From an optimization exercise on the open Yosys and OpenROAD flow, aimed at small area; shortcuts taken in it are not production practice. Function was checked by simulation only, so behaviour that the tests miss may differ from the original. Power and IR drop assume default switching activity.

// channel_ctrl
module channel_ctrl
    #(parameter integer WIDTH = 64,
    parameter integer MAIN_FIFO_BITS = 12,
    parameter integer LOCAL_FIFO_DEPTH = 8)
    (output logic [WIDTH-2:0] channel_event,
    output logic [9:0] adc_word,
    output logic fifo_empty,
    output logic triggered_natural,
    output logic csa_reset,
    output logic sample,
    output logic clk_out,
    input logic channel_enabled,
    input logic hit,
    input logic [9:0] dout,
    input logic done,
    input logic [7:0] chip_id,
    input logic [5:0] channel_id,
    input logic [7:0] adc_burst,
    input logic [7:0] adc_hold_delay,
    input logic [31:0] timestamp_32b,
    input logic unsigned [7:0] reset_length,
    input logic enable_dynamic_reset,
    input logic cds_mode,
    input logic mark_first_packet,
    input logic read_local_fifo_n,
    input logic external_trigger,
    input logic cross_trigger,
    input logic periodic_trigger,
    input logic periodic_reset,
    input logic enable_min_delta_adc,
    input logic threshold_polarity,
    input logic [9:0] dynamic_reset_threshold,
    input logic [9:0] digital_threshold,
    input logic [7:0] min_delta_adc,
    input logic fifo_full,
    input logic fifo_half,
    input logic enable_local_fifo_diagnostics,
    input logic channel_mask,
    input logic external_trigger_mask,
    input logic cross_trigger_mask,
    input logic periodic_trigger_mask,
    input logic enable_periodic_trigger_veto,
    input logic enable_hit_veto,
    input logic clk,
    input logic reset_n);
export LEC_CHECK = 0
export CAP_MARGIN = 20
export CORE_MARGIN = 2
export CORE_UTILIZATION = 40
export SLEW_MARGIN = 20
create_clock -name core_clock -period 10.0 [get_ports {clk}]
standard.sh (not shown) runs the stock make flow with config.mk's settings and CLKGATE_MAP_FILE= SYNTH_SCRIPT=/design/flow/synth_recipe.tcl, a recipe that flattens the netlist after the stock synthesis.
==> flow/flow/run.sh <==
#!/bin/bash
# Standard layout (the standard.sh), with the port buffers made from the
# smallest buffer cell and a clock tree of smaller buffers.
export BUFFER_PORTS_ARGS="-buffer_cell sky130_fd_sc_hd__buf_1"
export CTS_ARGS="-sink_clustering_enable -repair_clock_nets -dont_use_dummy_load -buf_list {sky130_fd_sc_hd__clkbuf_8} -root_buf sky130_fd_sc_hd__clkbuf_8 -sink_clustering_size 16 -sink_clustering_max_diameter 40"
bash standard.sh > standard.log 2>&1
==> next run, changes <==
==> flow/flow/run.sh (replaced) <==
#!/bin/bash
# Standard layout (the standard.sh), with the port buffers made from the
# smallest buffer cell and a clock tree of smaller buffers.
export BUFFER_PORTS_ARGS="-buffer_cell sky130_fd_sc_hd__buf_1"
export CTS_ARGS="-sink_clustering_enable -repair_clock_nets -dont_use_dummy_load -buf_list {sky130_fd_sc_hd__clkbuf_8} -root_buf sky130_fd_sc_hd__clkbuf_8 -sink_clustering_size 22 -sink_clustering_max_diameter 50"
bash standard.sh > standard.log 2>&1
Result: The changed run ran to the end with no violations. Clock power came out lower by a quarter to a third. Setup slack is better by 6.2 ps. Wire length came out lower slightly. First-iteration DRC count came out higher by a few percent. Cell area came out lower slightly. Die area does not change. Via count came out lower slightly. Count of clock-buffer cells in the layout came out lower by 28. Worst hold slack is better by 5.4 ps. Synthesized area does not change.
==> next run, changes <==
==> flow/flow/run.sh (replaced) <==
#!/bin/bash
# Standard layout (the standard.sh), with the port buffers made from the
# smallest buffer cell and a clock tree of smaller buffers.
export BUFFER_PORTS_ARGS="-buffer_cell sky130_fd_sc_hd__buf_1"
export CTS_ARGS="-sink_clustering_enable -repair_clock_nets -dont_use_dummy_load -buf_list {sky130_fd_sc_hd__clkbuf_8} -root_buf sky130_fd_sc_hd__clkbuf_8 -sink_clustering_size 20 -sink_clustering_max_diameter 50"
bash standard.sh > standard.log 2>&1
After rerunning:
- setup slack hardly moves
- cell count stays flat
- sequential share of layout area is about the same
- synthesized area does not change
- first-iteration DRC count rose by 2.7%
- synthesized cell count stays the same
- clock skew fell by 8.5 ps
- power hardly moves
==> next run, changes <==
--- a/flow/flow/run.sh
+++ b/flow/flow/run.sh
@@ -5,2 +5,3 @@
 export CTS_ARGS="-sink_clustering_enable -repair_clock_nets -dont_use_dummy_load -buf_list {sky130_fd_sc_hd__clkbuf_8} -root_buf sky130_fd_sc_hd__clkbuf_8 -sink_clustering_size 20 -sink_clustering_max_diameter 50"
+export RECOVER_POWER=100
 bash standard.sh > standard.log 2>&1
With this change the flow produced a layout that fails on capacitance limit, slew limit.
Global-route usage does not change.
Area after synthesis is unchanged.
Worst hold slack barely changes.
Setup slack is worse by 570 ps.
Wire length grows slightly.
First-iteration DRC count climbs by a few percent.
Core utilization goes down by 0.37 points.
Synthesized cell count is unchanged.
Flip-flop and latch count is unchanged.
==> next run, changes <==
==> flow/flow/run.sh (replaced) <==
#!/bin/bash
# Standard layout (the standard.sh), with the port buffers made from the
# smallest buffer cell and a clock tree of smaller buffers.
export BUFFER_PORTS_ARGS="-buffer_cell sky130_fd_sc_hd__buf_1"
export CTS_ARGS="-sink_clustering_enable -repair_clock_nets -dont_use_dummy_load -buf_list {sky130_fd_sc_hd__clkbuf_4 sky130_fd_sc_hd__clkbuf_8} -root_buf sky130_fd_sc_hd__clkbuf_8 -sink_clustering_size 16 -sink_clustering_max_diameter 45"
bash standard.sh > standard.log 2>&1
This time the run completed without violations.
Sequential cell count is unchanged.
Wire length stays flat.
Utilization came out higher by 0.75 points.
Non-clock buffer count stays the same.
Total power came out higher by 3.3%.
==> next run, changes <==
==> flow/flow/run.sh (replaced) <==
#!/bin/bash
# Standard layout (the standard.sh), with the port buffers made from the
# smallest buffer cell and a clock tree of smaller buffers.
export BUFFER_PORTS_ARGS="-buffer_cell sky130_fd_sc_hd__buf_1"
export CTS_ARGS="-sink_clustering_enable -repair_clock_nets -dont_use_dummy_load -buf_list {sky130_fd_sc_hd__clkbuf_16} -root_buf sky130_fd_sc_hd__clkbuf_8 -sink_clustering_size 30 -sink_clustering_max_diameter 70"
bash standard.sh > standard.log 2>&1
GPL_TIMING_DRIVEN = 0   (was unset)
The new run ran to the end with no violations.
Worst hold slack improves by 5.7 ps.
Global-route usage increases by 0.13 points.
Setup slack loses 220 ps.

* * *

build 4:
Another version of the RTL of channel_ctrl (not shown whole).
Size: roughly 470 flip-flops, roughly 19000 um2 of cells after synthesis.
Settings: LEC_CHECK=0, CAP_MARGIN=20, CORE_MARGIN=2, CORE_UTILIZATION=40, SLEW_MARGIN=20; clock period 10.0 ns.
==> flow/flow/run.sh <==
#!/bin/bash
# Standard layout (the standard.sh), with the port buffers made from the
# smallest buffer cell and a clock tree of smaller buffers.
export BUFFER_PORTS_ARGS="-buffer_cell sky130_fd_sc_hd__buf_1"
export CTS_ARGS="-sink_clustering_enable -repair_clock_nets -dont_use_dummy_load -buf_list {sky130_fd_sc_hd__clkbuf_8} -root_buf sky130_fd_sc_hd__clkbuf_8 -sink_clustering_size 17 -sink_clustering_max_diameter 75"
bash standard.sh > standard.log 2>&1
Build 4 | status: complete | timing, DRC, antenna: pass
diff inputs: build 4 => build 73
==> flow/flow/run.sh <==
#!/bin/bash
# Standard layout (the standard.sh), with the port buffers made from the
# smallest buffer cell and a clock tree of smaller buffers.
export BUFFER_PORTS_ARGS="-buffer_cell sky130_fd_sc_hd__buf_1"
export CTS_ARGS="-sink_clustering_enable -repair_clock_nets -dont_use_dummy_load -buf_list {sky130_fd_sc_hd__clkbuf_8} -root_buf sky130_fd_sc_hd__clkbuf_8 -sink_clustering_size 20 -sink_clustering_max_diameter 70"
bash standard.sh > standard.log 2>&1
[summary]
Summary of build 73 over build 4: H-tree depth shrank by 1, clock tree buffer depth essentially unchanged.
Reported for build 73 and build 4, cell depth of the worst hold path turned out identical to the last digit.
The final cell count on build 73 is in line with that on build 4.
Going from build 4 to build 73, final routed wirelength across all metal layers shrank slightly.
Comparing build 4 with build 73, the mux share of post-synthesis cell area came out essentially unchanged.
Looking at build 73 and build 4, the fraction of met2 tracks used by global routing is a wash.
The final reports for build 73 and build 4 show power per cell area lower in the former.
Relative to build 73, the following input files were edited for build 36:
==> flow/flow/run.sh <==
#!/bin/bash
# Standard layout (the standard.sh), with the port buffers made from the
# smallest buffer cell and a clock tree of smaller buffers.
export BUFFER_PORTS_ARGS="-buffer_cell sky130_fd_sc_hd__buf_1"
export CTS_ARGS="-sink_clustering_enable -repair_clock_nets -dont_use_dummy_load -buf_list {sky130_fd_sc_hd__clkbuf_8 sky130_fd_sc_hd__clkbuf_16} -root_buf sky130_fd_sc_hd__clkbuf_8 -sink_clustering_size 20 -sink_clustering_max_diameter 80"
bash standard.sh > standard.log 2>&1
## What came out
Re remaining routing DRC violations: no difference whatsoever between build 73 and build 36. Final critical-path share of the clock period in build 36 is 0.93 points lower than in build 73. Global-route usage across build 73 and build 36: no real change. Run comparison: build 73 endpoint of the most critical setup path fifo_inst.mem[4][43]$_DFFE_PP_; build 36 endpoint of the most critical setup path fifo_inst.mem[4][27]$_DFFE_PP_.
For build 38, these inputs were changed with respect to build 36:
==> flow/flow/run.sh <==
#!/bin/bash
# Standard layout (the standard.sh), with the port buffers made from the
# smallest buffer cell and a clock tree of smaller buffers.
export BUFFER_PORTS_ARGS="-buffer_cell sky130_fd_sc_hd__buf_1"
export CTS_ARGS="-sink_clustering_enable -repair_clock_nets -dont_use_dummy_load -buf_list {sky130_fd_sc_hd__clkbuf_8} -root_buf sky130_fd_sc_hd__clkbuf_8 -sink_clustering_size 22 -sink_clustering_max_diameter 45"
bash standard.sh > standard.log 2>&1
--- outcome ---
- STATUS maximum frequency: build 38 loses against build 36
- Total clock network power: build 36 vs build 38, no meaningful difference
- Going from build 36 to build 38, combinational share of power climbed 0.2 points, setup slack dropped 45 ps, final cell count without fillers now larger, fraction of met1 tracks used by global routing lost 0.34 points, smallest hold slack went up 44 ps.
- Going from build 36 to build 38, final wirelength grew slightly.
### build 38 -> build 81
==> flow/flow/run.sh <==
#!/bin/bash
# Standard layout (the standard.sh), with the port buffers made from the
# smallest buffer cell and a clock tree of smaller buffers.
export BUFFER_PORTS_ARGS="-buffer_cell sky130_fd_sc_hd__buf_1"
export CTS_ARGS="-sink_clustering_enable -repair_clock_nets -dont_use_dummy_load -buf_list {sky130_fd_sc_hd__clkbuf_8} -root_buf sky130_fd_sc_hd__clkbuf_8 -sink_clustering_size 20 -sink_clustering_max_diameter 60"
bash standard.sh > standard.log 2>&1
==> run notes <==
Final worst setup slack ends up lower on build 81.
Relative to build 38, tightest hold margin has gone down in build 81.
Layout cell share with drive strength beyond 1 delta for build 81 relative to build 38: 0.66 points lower
Looking at fraction of the cycle the final worst path needs, build 81 sits 0.49 points above build 38.
Per the comparison of build 81 with build 38, clock share of power went down, worst reg-to-reg setup slack did not really move, sum of internal, switching and leakage power went down, clock tree buffer count of the final layout went down.
From build 38 to build 81 the numbers moved as follows: post-route minimum period climbed 49 ps, design area went down about 0.7%.

* * *

channel_ctrl with an RTL version that a note above also has.
Size in the first run: roughly 1400 cells after synthesis, about 470 flip-flops, roughly 210 I/O pins, ~0.019 mm^2 of cells after synthesis.
export LEC_CHECK = 0
export CAP_MARGIN = 20
export CORE_MARGIN = 2
export CORE_UTILIZATION = 40
export SLEW_MARGIN = 20
create_clock -name core_clock -period 10.0 [get_ports {clk}]
==> flow/flow/run.sh <==
#!/bin/bash
# Standard layout (the standard.sh), with the port buffers made from the
# smallest buffer cell and a clock tree of smaller buffers.
export BUFFER_PORTS_ARGS="-buffer_cell sky130_fd_sc_hd__buf_1"
export CTS_ARGS="-sink_clustering_enable -repair_clock_nets -dont_use_dummy_load -buf_list {sky130_fd_sc_hd__clkbuf_8} -root_buf sky130_fd_sc_hd__clkbuf_8 -sink_clustering_size 18 -sink_clustering_max_diameter 50"
bash standard.sh > standard.log 2>&1
The baseline produced a clean layout.
==> next run, changes <==
==> flow/flow/run.sh (replaced) <==
#!/bin/bash
# Standard layout (the standard.sh), with the port buffers made from the
# smallest buffer cell and a clock tree of smaller buffers.
export BUFFER_PORTS_ARGS="-buffer_cell sky130_fd_sc_hd__buf_1"
export CTS_ARGS="-sink_clustering_enable -repair_clock_nets -dont_use_dummy_load -buf_list {sky130_fd_sc_hd__clkbuf_8} -root_buf sky130_fd_sc_hd__clkbuf_8 -sink_clustering_size 20 -sink_clustering_max_diameter 50"
export RECOVER_POWER=100
bash standard.sh > standard.log 2>&1
- CORE_UTILIZATION: 40 -> 55
- PLACE_DENSITY: unset -> 0.75
After rerunning:
- The new run finished but fails on max-capacitance violations, max-slew violations
- die area went down by 27%
- setup slack degrades by 0.70 ns
- via count goes up by 1.6%
- area after synthesis stays the same
- first-iteration DRC count came out lower by 5.2%
- count of clock-buffer cells in the layout is lower by 4
- total power came out lower by 1.8%
- critical path depth rises by 4
- wire length goes down by 5.2%
- cell area came out lower by 1.9%
- non-clock buffer count does not change

[re-timing with driven ports]
In the flow no input, the clock included, has a driving cell. The finished layouts below were timed again as built, in two steps.
Step 1: set_driving_cell puts a clkbuf_16 on clk and a buf_2 on each other input, an assumption about the parent block.
Step 2 also shifts input and output timing later by t, the mid clock arrival at the registers, as if the neighbouring blocks saw the same clock.
Slacks: ideal ports / drivers / drivers and shift; pairs: ideal ports / drivers.
run | shift t [ns] | slack for setup (ns) | worst setup path at the end
build 4 | 0.633 | 3.599 / 3.623 / 2.990 | input to register
build 73 | 0.662 | 3.591 / 3.614 / 2.951 | input to register
build 36 | 0.714 | 3.685 / 3.661 / 2.994 | input to register
build 38 | 0.657 | 3.640 / 3.653 / 3.006 | input to register
build 81 | 0.631 | 3.591 / 3.616 / 2.984 | input to register
After both steps setup and hold are still met in every run listed. For build 36, which loses most, drivers alone change the setup slack by -0.024 ns; drivers and shift together by -0.691 ns.
